Context: an optimization exercise on an open-source flow, tuned for small area. The choices shown serve that exercise and are no tape-out recipe. Function not checked in this run: the RTL went through the layout flow alone.

==> flow/design.v <==
module pulse_arrays_fa (input wire a, input wire b, input wire c, output wire s, output wire co);
    assign {co, s} = a + b + c;
endmodule
module pulse_arrays_ha (input wire a, input wire b, output wire s, output wire co);
    assign {co, s} = a + b;
endmodule
module pulse_arrays_mac (
    input  wire [7:0]  a,
    input  wire [7:0]  b,
    input  wire [15:0] acc,
    output wire [15:0] y
);
    wire pp_0_0 = a[0] & b[0];
    wire pp_0_1 = a[0] & b[1];
    wire pp_0_2 = a[0] & b[2];
    wire pp_0_3 = a[0] & b[3];
    wire pp_0_4 = a[0] & b[4];
    wire pp_0_5 = a[0] & b[5];
    wire pp_0_6 = a[0] & b[6];
    wire pp_0_7 = a[0] & b[7];
    wire pp_1_0 = a[1] & b[0];
    wire pp_1_1 = a[1] & b[1];
    wire pp_1_2 = a[1] & b[2];
    wire pp_1_3 = a[1] & b[3];
    wire pp_1_4 = a[1] & b[4];
    wire pp_1_5 = a[1] & b[5];
    wire pp_1_6 = a[1] & b[6];
    wire pp_1_7 = a[1] & b[7];
    wire pp_2_0 = a[2] & b[0];
    wire pp_2_1 = a[2] & b[1];
    wire pp_2_2 = a[2] & b[2];
    wire pp_2_3 = a[2] & b[3];
    wire pp_2_4 = a[2] & b[4];
    wire pp_2_5 = a[2] & b[5];
    wire pp_2_6 = a[2] & b[6];
    wire pp_2_7 = a[2] & b[7];
    wire pp_3_0 = a[3] & b[0];
    wire pp_3_1 = a[3] & b[1];
    wire pp_3_2 = a[3] & b[2];
    wire pp_3_3 = a[3] & b[3];
    wire pp_3_4 = a[3] & b[4];
    wire pp_3_5 = a[3] & b[5];
    wire pp_3_6 = a[3] & b[6];
    wire pp_3_7 = a[3] & b[7];
    wire pp_4_0 = a[4] & b[0];
    wire pp_4_1 = a[4] & b[1];
    wire pp_4_2 = a[4] & b[2];
    wire pp_4_3 = a[4] & b[3];
    wire pp_4_4 = a[4] & b[4];
    wire pp_4_5 = a[4] & b[5];
    wire pp_4_6 = a[4] & b[6];
    wire pp_4_7 = a[4] & b[7];
    wire pp_5_0 = a[5] & b[0];
    wire pp_5_1 = a[5] & b[1];
    wire pp_5_2 = a[5] & b[2];
    wire pp_5_3 = a[5] & b[3];
    wire pp_5_4 = a[5] & b[4];
    wire pp_5_5 = a[5] & b[5];
    wire pp_5_6 = a[5] & b[6];
    wire pp_5_7 = a[5] & b[7];
    wire pp_6_0 = a[6] & b[0];
    wire pp_6_1 = a[6] & b[1];
    wire pp_6_2 = a[6] & b[2];
    wire pp_6_3 = a[6] & b[3];
    wire pp_6_4 = a[6] & b[4];
    wire pp_6_5 = a[6] & b[5];
    wire pp_6_6 = a[6] & b[6];
    wire pp_6_7 = a[6] & b[7];
    wire pp_7_0 = a[7] & b[0];
    wire pp_7_1 = a[7] & b[1];
    wire pp_7_2 = a[7] & b[2];
    wire pp_7_3 = a[7] & b[3];
    wire pp_7_4 = a[7] & b[4];
    wire pp_7_5 = a[7] & b[5];
    wire pp_7_6 = a[7] & b[6];
    wire pp_7_7 = a[7] & b[7];
    wire s0, c0;
    pulse_arrays_ha u1 (.a(acc[1]), .b(pp_0_1), .s(s0), .co(c0));
    wire s1, c1;
    pulse_arrays_fa u2 (.a(acc[2]), .b(pp_0_2), .c(pp_1_1), .s(s1), .co(c1));
    wire s2, c2;
    pulse_arrays_ha u3 (.a(pp_2_0), .b(c0), .s(s2), .co(c2));
    wire s3, c3;
    pulse_arrays_fa u4 (.a(acc[3]), .b(pp_0_3), .c(pp_1_2), .s(s3), .co(c3));
    wire s4, c4;
    pulse_arrays_fa u5 (.a(pp_2_1), .b(pp_3_0), .c(c1), .s(s4), .co(c4));
    wire s5, c5;
    pulse_arrays_ha u6 (.a(c2), .b(s3), .s(s5), .co(c5));
    wire s6, c6;
    pulse_arrays_fa u7 (.a(acc[4]), .b(pp_0_4), .c(pp_1_3), .s(s6), .co(c6));
    wire s7, c7;
    pulse_arrays_fa u8 (.a(pp_2_2), .b(pp_3_1), .c(pp_4_0), .s(s7), .co(c7));
    wire s8, c8;
    pulse_arrays_fa u9 (.a(c3), .b(s6), .c(s7), .s(s8), .co(c8));
    wire s9, c9;
    pulse_arrays_ha u10 (.a(c5), .b(c4), .s(s9), .co(c9));
    wire s10, c10;
    pulse_arrays_fa u11 (.a(acc[5]), .b(pp_0_5), .c(pp_1_4), .s(s10), .co(c10));
    wire s11, c11;
    pulse_arrays_fa u12 (.a(pp_2_3), .b(pp_3_2), .c(pp_4_1), .s(s11), .co(c11));
    wire s12, c12;
    pulse_arrays_fa u13 (.a(pp_5_0), .b(c6), .c(c7), .s(s12), .co(c12));
    wire s13, c13;
    pulse_arrays_fa u14 (.a(s10), .b(s11), .c(c8), .s(s13), .co(c13));
    wire s14, c14;
    pulse_arrays_ha u15 (.a(s12), .b(c9), .s(s14), .co(c14));
    wire s15, c15;
    pulse_arrays_fa u16 (.a(acc[6]), .b(pp_0_6), .c(pp_1_5), .s(s15), .co(c15));
    wire s16, c16;
    pulse_arrays_fa u17 (.a(pp_2_4), .b(pp_3_3), .c(pp_4_2), .s(s16), .co(c16));
    wire s17, c17;
    pulse_arrays_fa u18 (.a(pp_5_1), .b(pp_6_0), .c(c10), .s(s17), .co(c17));
    wire s18, c18;
    pulse_arrays_fa u19 (.a(c11), .b(s15), .c(s16), .s(s18), .co(c18));
    wire s19, c19;
    pulse_arrays_fa u20 (.a(c12), .b(s17), .c(s18), .s(s19), .co(c19));
    wire s20, c20;
    pulse_arrays_ha u21 (.a(c14), .b(c13), .s(s20), .co(c20));
    wire s21, c21;
    pulse_arrays_fa u22 (.a(acc[7]), .b(pp_0_7), .c(pp_1_6), .s(s21), .co(c21));
    wire s22, c22;
    pulse_arrays_fa u23 (.a(pp_2_5), .b(pp_3_4), .c(pp_4_3), .s(s22), .co(c22));
    wire s23, c23;
    pulse_arrays_fa u24 (.a(pp_5_2), .b(pp_6_1), .c(pp_7_0), .s(s23), .co(c23));
    wire s24, c24;
    pulse_arrays_fa u25 (.a(c15), .b(c16), .c(s21), .s(s24), .co(c24));
    wire s25, c25;
    pulse_arrays_fa u26 (.a(s22), .b(s23), .c(c17), .s(s25), .co(c25));
    wire s26, c26;
    pulse_arrays_fa u27 (.a(c18), .b(s24), .c(s25), .s(s26), .co(c26));
    wire s27, c27;
    pulse_arrays_ha u28 (.a(c19), .b(c20), .s(s27), .co(c27));
    wire s28, c28;
    pulse_arrays_fa u29 (.a(acc[8]), .b(pp_1_7), .c(pp_2_6), .s(s28), .co(c28));
    wire s29, c29;
    pulse_arrays_fa u30 (.a(pp_3_5), .b(pp_4_4), .c(pp_5_3), .s(s29), .co(c29));
    wire s30, c30;
    pulse_arrays_fa u31 (.a(pp_6_2), .b(pp_7_1), .c(c21), .s(s30), .co(c30));
    wire s31, c31;
    pulse_arrays_fa u32 (.a(c22), .b(c23), .c(s28), .s(s31), .co(c31));
    wire s32, c32;
    pulse_arrays_fa u33 (.a(s29), .b(c24), .c(s30), .s(s32), .co(c32));
    wire s33, c33;
    pulse_arrays_fa u34 (.a(s31), .b(c25), .c(s32), .s(s33), .co(c33));
    wire s34, c34;
    pulse_arrays_ha u35 (.a(c26), .b(c27), .s(s34), .co(c34));
    wire s35, c35;
    pulse_arrays_fa u36 (.a(acc[9]), .b(pp_2_7), .c(pp_3_6), .s(s35), .co(c35));
    wire s36, c36;
    pulse_arrays_fa u37 (.a(pp_4_5), .b(pp_5_4), .c(pp_6_3), .s(s36), .co(c36));
    wire s37, c37;
    pulse_arrays_fa u38 (.a(pp_7_2), .b(c28), .c(c29), .s(s37), .co(c37));
    wire s38, c38;
    pulse_arrays_fa u39 (.a(s35), .b(s36), .c(c30), .s(s38), .co(c38));
    wire s39, c39;
    pulse_arrays_fa u40 (.a(c31), .b(s37), .c(s38), .s(s39), .co(c39));
    wire s40, c40;
    pulse_arrays_fa u41 (.a(c32), .b(c33), .c(s39), .s(s40), .co(c40));
    wire s41, c41;
    pulse_arrays_fa u42 (.a(acc[10]), .b(pp_3_7), .c(pp_4_6), .s(s41), .co(c41));
    wire s42, c42;
    pulse_arrays_fa u43 (.a(pp_5_5), .b(pp_6_4), .c(pp_7_3), .s(s42), .co(c42));
    wire s43, c43;
    pulse_arrays_fa u44 (.a(c35), .b(c36), .c(s41), .s(s43), .co(c43));
    wire s44, c44;
    pulse_arrays_fa u45 (.a(s42), .b(c37), .c(s43), .s(s44), .co(c44));
    wire s45, c45;
    pulse_arrays_fa u46 (.a(c38), .b(s44), .c(c39), .s(s45), .co(c45));
    wire s46, c46;
    pulse_arrays_fa u47 (.a(acc[11]), .b(pp_4_7), .c(pp_5_6), .s(s46), .co(c46));
    wire s47, c47;
    pulse_arrays_fa u48 (.a(pp_6_5), .b(pp_7_4), .c(c41), .s(s47), .co(c47));
    wire s48, c48;
    pulse_arrays_fa u49 (.a(c42), .b(s46), .c(c43), .s(s48), .co(c48));
    wire s49, c49;
    pulse_arrays_fa u50 (.a(s47), .b(c44), .c(s48), .s(s49), .co(c49));
    wire s50, c50;
    pulse_arrays_fa u51 (.a(acc[12]), .b(pp_5_7), .c(pp_6_6), .s(s50), .co(c50));
    wire s51, c51;
    pulse_arrays_fa u52 (.a(pp_7_5), .b(c46), .c(s50), .s(s51), .co(c51));
    wire s52, c52;
    pulse_arrays_fa u53 (.a(c47), .b(s51), .c(c48), .s(s52), .co(c52));
    wire s53, c53;
    pulse_arrays_fa u54 (.a(acc[13]), .b(pp_6_7), .c(pp_7_6), .s(s53), .co(c53));
    wire s54, c54;
    pulse_arrays_fa u55 (.a(c50), .b(s53), .c(c51), .s(s54), .co(c54));
    wire s55, c55;
    pulse_arrays_fa u56 (.a(acc[14]), .b(pp_7_7), .c(c53), .s(s55), .co(c55));
    wire [15:0] hi0 = {acc[15], s55, s54, c49, s49, c40, c34, s33, s26, s19, s14, s8, s5, s1, pp_1_0, acc[0]};
    wire [15:0] hi1 = {c55, c54, c52, s52, c45, s45, s40, s34, s27, s20, s13, s9, s4, s2, s0, pp_0_0};
    assign y = hi0 + hi1;
endmodule
module pulse_arrays #(
    parameter   WIDTH_left     =   8,
    parameter   WIDTH_up       =   8,
    parameter   WIDTH_out      =   16,
    parameter   Mritx_M   =   4,
    parameter   Mritx_N   =   4,
    parameter   Mritx_L   =   4,
    parameter   Mritx_LOG2_size  =   10
)(
    input   clk,
    input   rst,
    input   wire    valid_left,
    input   wire    valid_up,
    input   wire  [31:0]   left,
    input   wire  [31:0]   up,
    output  reg     ready,
    output  wire  [63:0]   product
);
reg  [4:0] cnt;      
always @(posedge clk) begin
    if (!rst) begin
        cnt   <= 5'd0;
        ready <= 1'b0;
    end else if (cnt == 5'd0) begin
        ready <= 1'b1;
        if (valid_left & valid_up)
            cnt <= 5'd1;
    end else begin
        ready <= (cnt == 5'd24);
        cnt   <= (cnt == 5'd24) ? 5'd0 : cnt + 5'd1;
    end
end
wire first = (cnt[1:0] == 2'd3);    
wire last  = (cnt[1:0] == 2'd2);    
reg  [7:0] b [0:15];
integer n;
always @(posedge clk) begin
    for (n = 1; n < 16; n = n + 1)
        if (n % 4 != 0) b[n] <= b[n-1];
    b[0]  <= valid_up ? up[7:0]   : b[15];
    b[4]  <= valid_up ? up[15:8]  : b[3];
    b[8]  <= valid_up ? up[23:16] : b[7];
    b[12] <= valid_up ? up[31:24] : b[11];
end
reg  [7:0]  a0 [0:3], a1 [0:3], a2 [0:3], a3 [0:3];
reg  [15:0] acc [0:3];
reg  [15:0] r0 [0:3], r1 [0:3], r2 [0:3];
wire [15:0] sum [0:3];
genvar i;
generate
    for (i = 0; i < 4; i = i + 1) begin : row
        pulse_arrays_mac mac (
            .a   (a2[i]),
            .b   (b[2]),
            .acc (first ? 16'd0 : acc[i]),
            .y   (sum[i])
        );
        always @(posedge clk) begin
            a0[i]  <= valid_left ? left[8*i +: 8] : a3[i];
            a1[i]  <= a0[i];
            a2[i]  <= a1[i];
            a3[i]  <= a2[i];
            acc[i] <= sum[i];
            r0[i]  <= last ? sum[i] : r2[i];
            r1[i]  <= r0[i];
            r2[i]  <= r1[i];
        end
        assign product[16*i +: 16] = r0[i];
    end
endgenerate
endmodule
==> flow/run.sh <==
#!/bin/bash
# synth_recipe.tcl (not shown) runs the flow's synth.tcl, then flattens the netlist and writes it again
# the make line also repeats each setting of config.mk as NAME=value (left out here)
make -C /OpenROAD-flow-scripts/flow DESIGN_CONFIG=/design/flow/config.mk WORK_HOME=/design/flow/orfs CLKGATE_MAP_FILE= SYNTH_SCRIPT=/design/flow/synth_recipe.tcl finish
==> flow/config.mk <==
export PLATFORM = sky130hd
export DESIGN_NAME = pulse_arrays
export DESIGN_NICKNAME = pulse_arrays
export VERILOG_FILES = /design/flow/design.v
export SDC_FILE = /design/flow/constraint.sdc
export NUM_CORES = 4
export LEC_CHECK = 0
export CAP_MARGIN = 20
export CORE_MARGIN = 2
export CORE_UTILIZATION = 40
export PLACE_DENSITY = 0.6
export SLEW_MARGIN = 20
export SYNTH_HIERARCHICAL = 1
==> flow/constraint.sdc <==
create_clock -name core_clock -period 5.0 [get_ports {clk}]
set_input_delay 1.0000 -clock core_clock [delete_from_list [all_inputs] [get_ports {clk}]]
set_output_delay 1.0000 -clock core_clock [all_outputs]
set_load 0.01 [all_outputs]
==> flow_metrics.env <==
export IMPL_ant_nets=0
export IMPL_cp_slowest_stage_delay_ps=490
export IMPL_floorplan_core_area_um2=52450
export IMPL_avgRoutedWirePerCell_um=17.34
export IMPL_max_clock_path_buffers=3
export IMPL_cts_num_sinks=518
export IMPL_detailedRoute_firstIterationViolations=514
export IMPL_fp_dieArea_um2=54810
export IMPL_dominantRegCellSynth="dfxtp_1"
export IMPL_post_route_period_util_pct=97.09
export IMPL_hold_viol=0
export IMPL_die_h_um=234.1
export IMPL_worst_setup_path_start_kind="flip-flop"
export IMPL_holdCritStartpoint="a0[1][1]"
export IMPL_io_buffers=132
export IMPL_final_cell_area_um2=25470
export IMPL_synth_seq_cells=518
export IMPL_grt_antenna_before_repair=0
export IMPL_routed_via_count=12230
export IMPL_synth_warning_count=25
export IMPL_max_cap_viol=0
export IMPL_netlist_top_cell_by_area="dfxtp_1"
export IMPL_synth_edff_count=0
export IMPL_detailed_place_area_um2=23620
export IMPL_design_final_nets=2172
export IMPL_maxSlewHeadroom_pct=30.76
export IMPL_count_of_different_cell_masters_after_synthesis=39
export IMPL_syn_cell_area_um2=21180
export IMPL_run_status="complete, no violations"
export IMPL_placedCellCount=2446
export IMPL_crit_chain="ha_4 > buf_12 > nor2b_1 > fa_1 > fa_1 > fa_1 > fa_1 > fa_1 > ha_1 > and4_2 > o21a_1 > a21oi_1 > o211ai_1 > xor2_1 > mux2_2"
export IMPL_first_pass_grt_wire_length_um=70820
export IMPL_totalWireLength_um=44050
export IMPL_synthTopCellsByCount="dfxtp_1 (518), and2_1 (256), fa_1 (196)"
export IMPL_postCtsSetupRepairBufs=0
export IMPL_hold_path_class="reg -> reg"
export IMPL_grtUsageTotal_pct=16.52
export IMPL_first_global_vias=13450
export IMPL_htreeDepth=2
export IMPL_reg2reg_setup_slack_ps=150
export IMPL_tritoncts="built"
export IMPL_critical_path_slowest_cell="fa_1"
export IMPL_worst_hold_slack_ps=313.6
export IMPL_grt_max_degree=65
export IMPL_design_portCount=133
export IMPL_timing_critical_path_buf_inv=1
export IMPL_regToRegEndpoint="r0[1][14]"
export IMPL_endpoint_kind="flip-flop"
export IMPL_crit_path_start="cnt[0]"
export IMPL_drive_gt1_share_pct=14.47
export IMPL_clock_latency_ps=600
export IMPL_root_buffer="clkbuf_16"
export IMPL_synth_top_cells_by_area="dfxtp_1 (49%), fa_1 (19%), and2_1 (7.6%)"
export IMPL_synthCells=1617
export IMPL_insertedDiodeCount=0
export IMPL_drt_vias_per_instance=4.814
export IMPL_synth_async_reset_ratio_pct=0
export IMPL_syn_area_per_cell_um2=13.10
export IMPL_gp_congestion=0.8421
export IMPL_cp_data_arrival_time_ps=5340
export IMPL_number_of_cts_inserted_buffers=53
export IMPL_hpwlAfterDp_um=30840
export IMPL_post_route_drc_count=0
export IMPL_setup_worst_path_class="reg -> reg"
export IMPL_report_final_setup_viol=0
export IMPL_worst_endpoint_required_ps=5490
export IMPL_area_growth_pct=20.26
export IMPL_ys_seq_area_share_pct=48.96
export IMPL_maxSlewViolCount=0
export IMPL_leading_cell_type_by_number_of_instances_after_synthesis="dfxtp_1"
export IMPL_crit_path_max_fo=8
export IMPL_globalRoute_totalOverflow=0
export IMPL_reg2regPathDepth=15
export IMPL_hold_path_endpoint="a1[1][1]"
export IMPL_clk_transition_reported_paths_ps=70
export IMPL_cell_type_with_the_highest_occurrence_count_on_the_critical_path="fa_1"
export IMPL_max_slew_worst_pin_slew_ps=1039
export IMPL_timing_final_crit_period_ps=4855
export IMPL_timing_hold_worst_path_depth=0
export IMPL_floorplan_initialDensity_pct=40.39
export IMPL_fillerInstances=4662
export IMPL_reg2reg_from="cnt[0]"
export IMPL_dieWidth_um=234.1
export IMPL_synthDominantCellAreaShare_pct=48.96
export IMPL_detail_route_first_pass_iterations=5
export IMPL_achievable_frequency_ghz=0.2060
export IMPL_core_rowCount=84
export IMPL_synthesis_nets=1976
export IMPL_path_delay_family="adder cells"
export IMPL_number_of_non_filler_instances_in_the_completed_layout=2540
export IMPL_fin_skew_ps=14.31
sequential cells by signal, summed over array words and instances, names as in the netlist:
name	cells
b	128
a1	32
r1	64
ready	1
a3	32
a0	32
acc	64
r2	64
a2	32
r0	64
cnt	5
Yosys stat by module, one instance, submodules excluded:
module / flip-flops and latches / times used / cells / cell area, um2
pulse_arrays: 518 / 1 / 761 / 12510
pulse_arrays_mac: 0 / 4 / 158 / 1107
pulse_arrays_fa: 0 / 192 / 1 / 20.02
pulse_arrays_ha: 0 / 32 / 1 / 12.51
metrics by stage:
stage	setup TNS (ps)	util, %	worst slack, ps
after floorplan	-15.33	-	-5.110
after global placement	0	45.04	136.9
after detailed placement	0	45.04	52.14
after CTS	0	48.53	35.27
after global routing	-0.7296	48.57	-0.7296
final	0	48.57	145.5
cells in the final DEF, fill, tap and decap left out, types with 9 or more instances in the layout:
cell	n
a211oi_1	9
a21o_1	20
a21oi_1	42
and2_1	256
and3_1	9
buf_12	9
buf_4	22
bufinv_16	9
clkbuf_1	9
clkbuf_16	53
clkdlybuf4s50_1	131
dfxtp_1	517
fa_1	196
ha_1	92
mux2_2	128
nand2_1	32
nor2_1	25
nor2b_1	65
nor3_1	20
o21a_1	16
o21ai_0	34
xnor2_1	25
xor2_1	29
repair_timing:
| item | 4_1_cts | 5_1_grt |
|---|---|---|
| setup endpoints to repair | 0 | 16 |
| hold buffers | 0 | 0 |
| resized for setup | 0 | 5 |
kinds of logic after synthesis:
group,count (synthesis),synth area share (%)
buf+inv,26,0.5375
simple gates,428,11.95
mux,129,6.853
xor+xnor,54,2.233
fa+ha+maj,291,24.14
flops,518,48.96
compound gates,171,5.328
worst max path at each step:
stage	cells after the start	slack (ps)	endpoint
final	15	150	r0[1][14]
after global routing	15	-0.7	r0[1][14]
after CTS	15	40	r0[1][14]
after detailed placement	15	50	r0[2][13]
after global placement	15	140	r0[2][14]
after floorplan	16	-5	r0[1][13]
worst reg2reg max path: stages (launching register included):
cell      delay (ps)
dfxtp_2          390
ha_4             200
buf_12           140
nor2b_1           70
fa_1             460
fa_1             470
fa_1             490
fa_1             400
fa_1             470
ha_1             380
and4_2           230
o21a_1           100
a21oi_1          330
o211ai_1         170
xor2_1           180
mux2_2           280
final cells by class:
| class | instances | area (um2) | share of cell area [%] |
|---|---|---|---|
| multi-input cells | 1073 | 10730 | 42.13 |
| flip-flops and latches | 518 | 10370 | 40.72 |
| repair buffers | 163 | 1662 | 6.523 |
| clock buffers | 65 | 1401 | 5.502 |
| well taps | 688 | 860.8 | 3.380 |
| clock inverters | 29 | 430.4 | 1.690 |
| inverters | 4 | 15.01 | 0.05894 |
layer usage:
metal  routed length, um  up-vias  share of wire, %  track usage (%)
met3                1647       82               3.7            2.833
met2               21410      212                49            28.00
li1                    -     5800                 -                -
met4                1430        0               3.2            6.408
met1               19560     6133                44            21.02
met5                   0        -                 0                0

## port drivers added, routing unchanged
Ports are ideal in the flow. The routed layout listed here was re-timed in OpenROAD. Step 1 (the two cells are an assumption about what drives the block):
set clk [get_ports {clk}]
set_driving_cell -lib_cell sky130_fd_sc_hd__clkbuf_16 $clk
set_driving_cell -lib_cell sky130_fd_sc_hd__buf_2 [delete_from_list [all_inputs] $clk]
Step 2, shift: input delay + t, output delay - t, t = (earliest + latest rising clock arrival at the registers) / 2. This alone moves slack from input paths to output paths. Slacks: ideal / step 1 / step 2; pairs: ideal / step 1.
t, ns: 0.647
setup slack, ns: 0.145 / 0.145 / 0.145
clock arrival spread, ns: 0.015 / 0.014
After both steps this run still meets setup and hold. The setup slack of this run moves by 0.000 ns with the drivers and by 0.000 ns with both steps.
